Source: an optimization exercise on an open RTL-to-GDS flow (aim: a short achievable clock period and few clock cycles). Production flows keep margins and buffers that such runs may drop. Power figures rest on the tool's default switching activity, not on a simulated workload.

== job 105 ==
Design MIPS_Pipe, start of the top module:
module MIPS_Pipe (
    input  clk, reset,
    input  [31:0] imem_rdata,
    input  [31:0] dmem_rdata,
    output [31:0] imem_addr,
    output [31:0] dmem_addr,
    output [31:0] dmem_wdata,
    output dmem_we
);
For scale: ~9,700 cells after synthesis, about 160 I/O pins, about 120,000 um2 of cells after synthesis.
==> flow/config.mk <==
export PLATFORM = sky130hd
export DESIGN_NAME = MIPS_Pipe
export DESIGN_NICKNAME = MIPS_Pipe
export VERILOG_FILES = /design/flow/design.v
export SDC_FILE = /design/flow/constraint.sdc
export NUM_CORES = 8
export LEC_CHECK = 0
export CAP_MARGIN = 20
export CORE_MARGIN = 2
export CORE_UTILIZATION = 50
export CTS_CLUSTER_DIAMETER = 60
export CTS_CLUSTER_SIZE = 20
export SLEW_MARGIN = 20
export SYNTH_HIERARCHICAL = 1
==> flow/constraint.sdc <==
create_clock -name core_clock -period 12.0 [get_ports {clk}]
set_input_delay 2.4000 -clock core_clock [delete_from_list [all_inputs] [get_ports {clk}]]
set_output_delay 2.4000 -clock core_clock [all_outputs]
set_load 0.01 [all_outputs]
standard.sh (not shown) runs the stock make flow with config.mk's settings and CLKGATE_MAP_FILE= SYNTH_SCRIPT=/design/flow/synth_recipe.tcl, a recipe that flattens the netlist after the stock synthesis.
==> flow/flow/run.sh <==
#!/bin/bash
set -euo pipefail
MARGIN=$(cat flow/setup_margin)
RES=orfs/results/${FLOW_PLATFORM}/MIPS_Pipe/base
bash standard.sh SETUP_SLACK_MARGIN="$MARGIN" 3_3_place_gp > flow_make_place.log 2>&1
openroad -no_init -exit -threads "${NUM_CORES:-8}" flow/move_out_regs.tcl > flow_move_out_regs.log 2>&1
bash standard.sh SETUP_SLACK_MARGIN="$MARGIN" > flow_make_rest.log 2>&1
==> flow/flow/move_out_regs.tcl <==
# Move each flip-flop that drives an output port's buffer next to that buffer.
set odb orfs/results/$::env(FLOW_PLATFORM)/MIPS_Pipe/base/3_3_place_gp.odb
read_db $odb
set block [ord::get_db_block]
set core [$block getCoreArea]
set cx [expr {([$core xMin] + [$core xMax]) / 2}]
set cy [expr {([$core yMin] + [$core yMax]) / 2}]
set moved 0
foreach bt [$block getBTerms] {
  if {[$bt getIoType] ne "OUTPUT"} { continue }
  set net [$bt getNet]
  set buf ""
  foreach it [$net getITerms] { if {[$it isOutputSignal]} { set buf [$it getInst] } }
  if {$buf eq ""} { continue }
  set innet ""
  foreach it [$buf getITerms] { if {[$it isInputSignal]} { set innet [$it getNet] } }
  if {$innet eq ""} { continue }
  set ff ""
  set nload 0
  foreach it [$innet getITerms] {
    if {[$it isOutputSignal]} { set ff [$it getInst] } else { incr nload }
  }
  if {$ff eq "" || $nload != 1} { continue }
  if {![string match "*df*" [[$ff getMaster] getName]]} { continue }
  set loc [$buf getLocation]
  set x [lindex $loc 0]
  set y [lindex $loc 1]
  # a few microns from the buffer, towards the core centre
  set dx [expr {$cx > $x ? 3000 : -3000}]
  set dy [expr {$cy > $y ? 3000 : -3000}]
  $ff setLocation [expr {$x + $dx}] [expr {$y + $dy}]
  $ff setPlacementStatus PLACED
  incr moved
  puts "moved [$ff getName] next to [$buf getName] for [$bt getName]"
}
puts "moved $moved flip-flops"
write_db $odb
==> flow/flow/setup_margin <==
8.5
What job 101 does differently from job 105 at the input level:
- changing CORE_UTILIZATION from 50 to 42
==> comparison <==
Compared with job 105, job 101 shows number of ordinary inverters in the final layout that has gone down slightly. Job 105 consumes less power than job 101. Die width, job 101 vs job 105: up by a little under 10%. Job 101 vs. job 105: non-clock buffer count went up by 11%. Status: sequential power parity (job 101, job 105). Job 101 and job 105 ended up with roughly the same logic gate share of total power.
No functional check of the RTL was part of any run of this note.

========
Another version of the RTL of MIPS_Pipe (not shown whole).
Size in the first run: about 140000 µm² of cells after synthesis.
==> flow/design.v (excerpt) <==
module MIPS_Pipe (
    input  clk, reset,
    input  [31:0] imem_rdata,
    input  [31:0] dmem_rdata,
    output [31:0] imem_addr,
    output [31:0] dmem_addr,
    output [31:0] dmem_wdata,
    output dmem_we
);
clock: 12.0 ns
lec_check: 0
cap_margin: 20
core_margin: 2
core_utilization: 50
cts_cluster_diameter: 60
cts_cluster_size: 20
slew_margin: 20
synth_hierarchical: 1
==> flow/flow/run.sh <==
#!/bin/bash
set -euo pipefail
MARGIN=$(cat flow/setup_margin)
CTSD=$(cat flow/cts_buf_distance)
RES=orfs/results/${FLOW_PLATFORM}/MIPS_Pipe/base
bash standard.sh SETUP_SLACK_MARGIN="$MARGIN" CTS_BUF_DISTANCE="$CTSD" 3_3_place_gp > flow_make_place.log 2>&1
openroad -no_init -exit -threads "${NUM_CORES:-8}" flow/move_out_regs.tcl > flow_move_out_regs.log 2>&1
bash standard.sh SETUP_SLACK_MARGIN="$MARGIN" CTS_BUF_DISTANCE="$CTSD" > flow_make_rest.log 2>&1
==> flow/flow/cts_buf_distance <==
150
Scripts as last shown in full above: flow/flow/move_out_regs.tcl, flow/flow/setup_margin
The first run produced a clean layout.
Change:
==> flow/flow/cts_buf_distance (replaced) <==
200
- CTS_CLUSTER_DIAMETER: 60 -> 80
- CTS_CLUSTER_SIZE: 20 -> 24
=> The new run finished clean. Total power fell by 5.4%. Clock-buffer cell count fell by 59. Utilization fell by 0.53 points.
Function was not checked in any run of this note: the RTL went through the layout flow alone.

afterwards: timing with drivers on the ports:
No port has a modelled driver above. Below, the same layouts with a new extraction and two added sets of constraints. Step 1 (the two cells are an assumption about what drives the block):
set clk [get_ports {clk}]
set_driving_cell -lib_cell sky130_fd_sc_hd__clkbuf_16 $clk
set_driving_cell -lib_cell sky130_fd_sc_hd__buf_2 [delete_from_list [all_inputs] $clk]
Step 2 also shifts input and output timing later by t, the mid clock arrival at the registers, as if the neighbouring blocks saw the same clock. Three values: no drivers, after step 1, after step 2; two values: the first two.
run	t (ns)	slack for setup (ns)	pins driven straight from the clock port
job 105	0.953	7.850 / 7.685 / 6.733	1
job 101	0.962	7.814 / 7.709 / 6.747	1
the first run of note 2	1.031	8.126 / 8.027 / 7.135	1
the second run of note 2	0.942	8.199 / 8.056 / 7.114	1
After both steps every run listed still meets setup and hold. The setup slack of job 105, which loses most, moves by -0.165 ns with the drivers and by -1.117 ns with both steps.
